What follows belongs to an exercise in optimizing a design on an open flow for small area; a production flow would make more cautious choices.
Only simulation tests tie the RTL to the original design; equivalence was not proved.
Power figures rest on the tool's default switching activity, not on a simulated workload.

// Xbar
module Xbar(CLK, RST_N,
            i_valid, i_prio, i_tail, i_dst, i_vc, i_data,
            o_valid, o_prio, o_tail, o_dst, o_vc, o_data,
            i_cred, i_cred_valid,
            o_cred_en);
    parameter N    = 8;
    parameter DST  = 3;
    parameter DATA = 32;
    localparam QW  = 1+1+DST+DATA;    
    input CLK, RST_N;
    input  [N-1:0]      i_valid;
    input  [N-1:0]      i_prio;
    input  [N-1:0]      i_tail;
    input  [N*DST-1:0]  i_dst;
    input  [N-1:0]      i_vc;
    input  [N*DATA-1:0] i_data;
    output reg [N-1:0]      o_valid;
    output reg [N-1:0]      o_prio;
    output reg [N-1:0]      o_tail;
    output     [N*DST-1:0]  o_dst;
    output reg [N-1:0]      o_vc;
    output     [N*DATA-1:0] o_data;
    output     [N-1:0]      i_cred;
    output reg [N-1:0]      i_cred_valid;
    input  [N-1:0]      o_cred_en;
    reg [N-2:0] ge_r;
    wire [N-1:0] ge = {1'b1, ge_r};
    always @(posedge CLK)
        if (!RST_N) ge_r <= {(N-1){1'b1}};
        else        ge_r <= {ge_r[N-3:0], 1'b0} | {(N-1){~ge_r[N-2]}};
    reg [N-1:0] vc_r;
    integer in, out;
    always @(posedge CLK)
        for (in = 0; in < N; in = in + 1)
            if (i_valid[in]) vc_r[in] <= i_vc[in];
    assign i_cred = vc_r;
    reg [3:0] used [0:N-1];
    wire [N-1:0] cred_ok;
    wire [N-1:0]    f_prio, f_tail, f_elig;
    wire [DST-1:0]  f_dst  [0:N-1];
    wire [DATA-1:0] f_data [0:N-1];
    genvar i, o;
    generate
  ...
Size in the first run: about 6200 cells after synthesis, ~2500 flip-flops, ~100000 um2 of cells after synthesis.
Settings: LEC_CHECK=0, CAP_MARGIN=20, CELL_PAD_IN_SITES_DETAIL_PLACEMENT=1, CELL_PAD_IN_SITES_GLOBAL_PLACEMENT=2, CORE_MARGIN=2, CORE_UTILIZATION=40, CTS_BUF_LIST=sky130_fd_sc_hd__clkbuf_8, CTS_CLUSTER_DIAMETER=45, CTS_CLUSTER_SIZE=14, PLACE_DENSITY=0.5, SETUP_SLACK_MARGIN=0.05, SLEW_MARGIN=20, SYNTH_HIERARCHICAL=1, SYNTH_MINIMUM_KEEP_SIZE=0; clock period 8.0 ns.
run.sh (not shown) runs the stock make flow with config.mk's settings and CLKGATE_MAP_FILE= SYNTH_SCRIPT=/design/flow/synth_recipe.tcl, a recipe that flattens the netlist after the stock synthesis.
The starting point completed with no timing, DRC or antenna violations.
Then changed:
==> flow/flow/run.sh (new file) <==
#!/bin/bash
# Own layout flow: the standard ORFS flow with these changes.
#  1. Synthesis maps with an area-recovering ABC script (flow/abc_area.script,
#     selected by ABC_AREA=1 in config.mk) instead of ORFS's copy of it.
#  2. Port buffers are the smallest buffer (buf_1); repair_design upsizes
#     them where needed.
#  3. Clock tree: clkbuf_8 (clkbuf_16 at the root), sink clusters of up to
#     18 flip-flops, no dummy loads.
# Each step's full output goes to its own log in this folder; ORFS's own
# per-step logs stay under orfs/logs.
set -euo pipefail
W=$PWD
rm -rf "$W/own_scripts"
cp -r "$FLOW_HOME/scripts" "$W/own_scripts"
cp "$W/flow/abc_area.script" "$W/own_scripts/abc_area.script"
SCRIPTS_DIR="$W/own_scripts" bash standard.sh synth > "$W/own_synth.log" 2>&1
export BUFFER_PORTS_ARGS="-buffer_cell sky130_fd_sc_hd__buf_1"
export CTS_ARGS="-sink_clustering_enable -repair_clock_nets -buf_list sky130_fd_sc_hd__clkbuf_8 -root_buf sky130_fd_sc_hd__clkbuf_16 -sink_clustering_size 18 -sink_clustering_max_diameter 60 -dont_use_dummy_load"
bash standard.sh > "$W/own_layout.log" 2>&1
==> flow/flow/abc_area.script (new file) <==
strash
&get -n
&dch -f
&nf -R 1000
&put
topo
==> flow/standard.sh (new file) <==
#!/bin/bash
# synth_recipe.tcl (not shown) runs the flow's synth.tcl, then flattens the netlist and writes it again
# the make line also repeats each setting of config.mk as NAME=value (left out here)
make -C /OpenROAD-flow-scripts/flow DESIGN_CONFIG=/design/flow/config.mk WORK_HOME=/design/flow/orfs CLKGATE_MAP_FILE= SYNTH_SCRIPT=/design/flow/synth_recipe.tcl "${@:-finish}"
- ABC_AREA: default -> 1
- CAP_MARGIN: 20 -> 15
- CTS_BUF_LIST: sky130_fd_sc_hd__clkbuf_8 -> default
- CTS_CLUSTER_DIAMETER: 45 -> default
- CTS_CLUSTER_SIZE: 14 -> default
- SETUP_SLACK_MARGIN: 0.05 -> 0.4
- SLEW_MARGIN: 20 -> 15
removed: flow/run.sh
Flip-flop and latch count does not change.
Final area drops by about 10%.
Clock power drops by about 47%.
Worst setup slack improved by 0.028 ns.
Die area drops by about 3.6%.
Total power drops by about 10%.
Then changed:
--- a/flow/flow/run.sh
+++ b/flow/flow/run.sh
@@ -8 +8 @@
-#     18 flip-flops, no dummy loads.
+#     14 flip-flops, no dummy loads.
@@ -18 +18 @@
-export CTS_ARGS="-sink_clustering_enable -repair_clock_nets -buf_list sky130_fd_sc_hd__clkbuf_8 -root_buf sky130_fd_sc_hd__clkbuf_16 -sink_clustering_size 18 -sink_clustering_max_diameter 60 -dont_use_dummy_load"
+export CTS_ARGS="-sink_clustering_enable -repair_clock_nets -buf_list sky130_fd_sc_hd__clkbuf_8 -root_buf sky130_fd_sc_hd__clkbuf_16 -sink_clustering_size 14 -sink_clustering_max_diameter 45 -dont_use_dummy_load"
- CORE_UTILIZATION: 40 -> 42
- PLACE_DENSITY: 0.5 -> 0.52
- SETUP_SLACK_MARGIN: 0.4 -> 0.05
=> With this change the flow completed, yet does not pass: negative setup slack; clock power went up by 38%; die area falls by 4.7%; cell count shrinks by 0.32%; total power went up by 5.4%; cell area rises by 1.9%; setup slack degrades by 0.33 ns; clock skew came out lower by 0.032 ns.
Then changed:
- CAP_MARGIN: 15 -> 30
- CORE_UTILIZATION: 42 -> 40
- PLACE_DENSITY: 0.52 -> 0.5
- SETUP_SLACK_MARGIN: 0.05 -> 0.4
- SLEW_MARGIN: 15 -> 40
With this change the flow finished with timing, DRC and antenna clean.
Routed wire length increases by 0.98%.
Non-clock buffer count grows by 10.
Sequential cell count does not change.
Clock power came out higher by about 4%.
Worst hold slack degrades by 0.023 ns.
Via count is about the same.
Global-route usage came out lower by 1.4 points.

[static timing again, ports no longer ideal]
In the flow no input, the clock included, has a driving cell. The finished layouts below were timed again as built, in two steps. Step 1 (the two cells are an assumption about what drives the block):
set clk [get_ports {CLK}]
set_driving_cell -lib_cell sky130_fd_sc_hd__clkbuf_16 $clk
set_driving_cell -lib_cell sky130_fd_sc_hd__buf_2 [delete_from_list [all_inputs] $clk]
Step 2, shift: input delay + t, output delay - t, t = (earliest + latest rising clock arrival at the registers) / 2. This alone moves slack from input paths to output paths. Three values: ideal, step 1, step 2; two values: the first two.
| run | shift t [ns] | setup slack, ns | worst data-port slew with drivers (ns) |
|---|---|---|---|
| the first run | 1.174 | 0.302 / 0.194 / 1.368 | 0.19 |
| the second run | 0.897 | 0.331 / 0.223 / 0.889 | 0.15 |
| the third run | 0.951 | -0.002 / -0.110 / 0.490 | 0.21 |
| the fourth run | 0.959 | 0.466 / 0.355 / 1.128 | 0.15 |
